This is an optimization exercise on Yosys and OpenROAD, whose aim is small area, a short achievable clock period and few clock cycles, not a production implementation. RTL that was checked went through simulation tests only; none was proved equivalent to the original. Power figures rest on the tool's default switching activity, not on a simulated workload.

==> flow/design.v (excerpt) <==
module axi_lite_slave #(
    parameter ADDR_WIDTH = 6,
    parameter DATA_WIDTH = 32
)(
    input  logic                   clk,
    input  logic                   resetn,
    input  logic [ADDR_WIDTH-1:0]  AWADDR,
    input  logic                   AWVALID,
    output logic                   AWREADY,
    input  logic [DATA_WIDTH-1:0]  WDATA,
    input  logic                   WVALID,
    output logic                   WREADY,
    output logic [1:0]             BRESP,
    output logic                   BVALID,
    input  logic                   BREADY,
    input  logic [ADDR_WIDTH-1:0]  ARADDR,
    input  logic                   ARVALID,
    output logic                   ARREADY,
    output logic [DATA_WIDTH-1:0]  RDATA,
    output logic [1:0]             RRESP,
    output logic                   RVALID,
    input  logic                   RREADY
);
    localparam NWORDS = 1 << ADDR_WIDTH;
    logic [DATA_WIDTH-1:0] mem[0:NWORDS-1];
    assign BRESP = 2'b00;
  ...
==> flow/config.mk <==
export PLATFORM = sky130hd
export DESIGN_NAME = axi_lite_slave
export DESIGN_NICKNAME = axi_lite_slave
export VERILOG_FILES = /design/flow/design.v
export SDC_FILE = /design/flow/constraint.sdc
export NUM_CORES = 4
export LEC_CHECK = 0
export ABC_CLOCK_PERIOD_IN_PS = 2400
export CAP_MARGIN = 20
export CORE_MARGIN = 2
export CORE_UTILIZATION = 40
export SETUP_SLACK_MARGIN = 2.6
export SLEW_MARGIN = 20
==> flow/constraint.sdc <==
create_clock -name core_clock -period 5.0 [get_ports {clk}]
set_input_delay 1.0000 -clock core_clock [delete_from_list [all_inputs] [get_ports {clk}]]
set_output_delay 1.0000 -clock core_clock [all_outputs]
set_load 0.01 [all_outputs]
run.sh (not shown) runs the stock make flow with config.mk's settings and CLKGATE_MAP_FILE= SYNTH_SCRIPT=/design/flow/synth_recipe.tcl, a recipe that flattens the netlist after the stock synthesis.
The first run completed with no timing, DRC or antenna violations.
Next try:
ABC_CLOCK_PERIOD_IN_PS = not set   (was 2400)
SETUP_SLACK_MARGIN = not set   (was 2.6)
What happened: Synthesized area does not change. Clock-buffer cell count came out lower by 1. Final cell count came out lower by 2.9%. Cell area came out lower by 3.6%. Worst setup slack loses 0.19 ns. Worst hold slack loses 0.016 ns. Global-route usage came out lower by 2.2 points. Non-clock buffer count came out lower by 209. Power came out lower by 2.4%. Synthesized cell count stays the same. Utilization came out lower by 1.7 points.
No run of this note included a check of the RTL's function; only the layout flow was run.

* * *

axi_lite_slave, a different RTL version from the one above (not shown whole).
For scale: ~4100 cells after synthesis, ~2200 flip-flops, ~92 I/O pins, roughly 79000 um^2 of cells after synthesis.
clock: 5.0 ns
lec_check: 0
abc_clock_period_in_ps: 2300
cap_margin: 20
core_margin: 2
core_utilization: 60
cts_cluster_diameter: 60
cts_cluster_size: 20
setup_slack_margin: 2.55
slew_margin: 20
The starting point ran to the end with no violations.
Testbench counts at the start, summed over its fixed seeds: cycles 3,216.
Edit:
- CORE_UTILIZATION: 60 -> 65
- SETUP_SLACK_MARGIN: 2.55 -> 3.0
Outcome:
- The changed run ran to the end with no violations
- non-clock buffer count grows by 197
- wire length rises by a few percent
- area after synthesis stays the same
- total power went up by a few percent
- final area is higher by a few percent
- setup slack gets better by 0.069 ns
- synthesized cell count does not change
Edit:
- SETUP_SLACK_MARGIN: 3.0 -> 2.7
After rerunning: Sequential cell count is unchanged; final cell count is lower by 3.1%; routed wire length fell by 5.0%; cell area is lower by 3.1%; hold slack improves by 0.030 ns; setup slack gets better by 0.0085 ns; via count is lower by 3.6%; sequential power stays flat; count of clock-buffer cells in the layout came out lower by 7; synthesized cell count stays the same; maximum frequency grows by 0.34%.

* * *

Setup of v6:
Another version of the RTL of axi_lite_slave (not shown whole).
Size: about 4100 cells after synthesis, ~92 I/O pins.
// axi_lite_slave
module axi_lite_slave #(
    parameter ADDR_WIDTH = 6,
    parameter DATA_WIDTH = 32
)(
    input  logic                   clk,
    input  logic                   resetn,
    input  logic [ADDR_WIDTH-1:0]  AWADDR,
    input  logic                   AWVALID,
    output logic                   AWREADY,
    input  logic [DATA_WIDTH-1:0]  WDATA,
    input  logic                   WVALID,
    output logic                   WREADY,
    output logic [1:0]             BRESP,
    output logic                   BVALID,
    input  logic                   BREADY,
    input  logic [ADDR_WIDTH-1:0]  ARADDR,
    input  logic                   ARVALID,
    output logic                   ARREADY,
    output logic [DATA_WIDTH-1:0]  RDATA,
    output logic [1:0]             RRESP,
    output logic                   RVALID,
    input  logic                   RREADY
);
    localparam NWORDS = 1 << ADDR_WIDTH;
    logic [DATA_WIDTH-1:0] mem[0:NWORDS-1];
    assign BRESP = 2'b00;
    assign RRESP = 2'b00;
    localparam LO_W = ADDR_WIDTH / 2;
  ...
==> flow/config.mk <==
export PLATFORM = sky130hd
export DESIGN_NAME = axi_lite_slave
export DESIGN_NICKNAME = axi_lite_slave
export VERILOG_FILES = /design/flow/design.v
export SDC_FILE = /design/flow/constraint.sdc
export NUM_CORES = 4
export LEC_CHECK = 0
export ABC_CLOCK_PERIOD_IN_PS = 2300
export CAP_MARGIN = 20
export CORE_MARGIN = 2
export CORE_UTILIZATION = 65
export CTS_CLUSTER_DIAMETER = 60
export CTS_CLUSTER_SIZE = 20
export SETUP_SLACK_MARGIN = 2.55
export SLEW_MARGIN = 20
==> flow/constraint.sdc <==
create_clock -name core_clock -period 5.0 [get_ports {clk}]
set_input_delay 1.0000 -clock core_clock [delete_from_list [all_inputs] [get_ports {clk}]]
set_output_delay 1.0000 -clock core_clock [all_outputs]
set_load 0.01 [all_outputs]
### v6 -> v7
Settings: changing SETUP_SLACK_MARGIN from 2.55 to 3.0.
[summary]
Of v7 and v6, v6 shows the lower overall fraction of global-route tracks in use, with v7 above it.
Going from v6 to v7, the number of gates given a new drive strength after cts was found to have gone up by 304.
v7 against v6: global routing usage on met1 increased by 0.61 points relative to the old numbers; count of inserted antenna diode cells increased by 6 relative to the old numbers; worst max-slew margin expressed relative to the limit increased by 0.65 points relative to the old numbers.
Between v7 and v6, combinational power is lower for v6, v7 comes in above that.
Compared to v6, v7 has post-layout minimum cycle time 0.033 ns lower.
v7 vs v6 — wire length rose 12%.
Number of filler instances in the final layout came out lower on v7 than on v6.
Diff v6 -> v7: utilization moved up, setup slack moved up.
No run of this note included a check of the RTL's function; only the layout flow was run.

-- re-timing with driven ports --
No port has a modelled driver above. Below, the same layouts with a new extraction and two added sets of constraints. Step 1: set_driving_cell puts a clkbuf_16 on clk and a buf_2 on each other input, an assumption about the parent block. Step 2 moves the port delays by t, midway between the first and last clock arrival at a register: inputs arrive t later, outputs are due t later. That takes back most of the time a late clock gives input paths. a / b / c = ideal ports / drivers / drivers and shift; a / b = the first two.
| run | shift t [ns] | setup WS [ns] | hold WS [ns] | clock arrival spread, ns |
|---|---|---|---|---|
| the first run of note 1 | 0.935 | 2.013 / 2.013 / 1.884 | 0.515 / 0.442 / 0.515 | 0.059 / 0.058 |
| the second run of note 1 | 0.921 | 1.824 / 1.824 / 1.511 | 0.499 / 0.467 / 0.499 | 0.055 / 0.056 |
| the first run of note 2 | 0.885 | 2.425 / 2.385 / 1.798 | 0.312 / 0.258 / 0.510 | 0.028 / 0.028 |
| the second run of note 2 | 0.865 | 2.494 / 2.410 / 1.908 | 0.348 / 0.289 / 0.535 | 0.025 / 0.025 |
| the third run of note 2 | 0.861 | 2.503 / 2.420 / 1.802 | 0.378 / 0.320 / 0.494 | 0.038 / 0.038 |
| v6 | 0.887 | 2.361 / 2.400 / 1.536 | 0.290 / 0.238 / 0.497 | 0.033 / 0.033 |
| v7 | 0.901 | 2.394 / 2.310 / 1.985 | 0.421 / 0.366 / 0.524 | 0.052 / 0.053 |
After both steps setup and hold are still met in every run listed. The setup slack of v6, which loses most, moves by +0.039 ns with the drivers and by -0.825 ns with both steps.
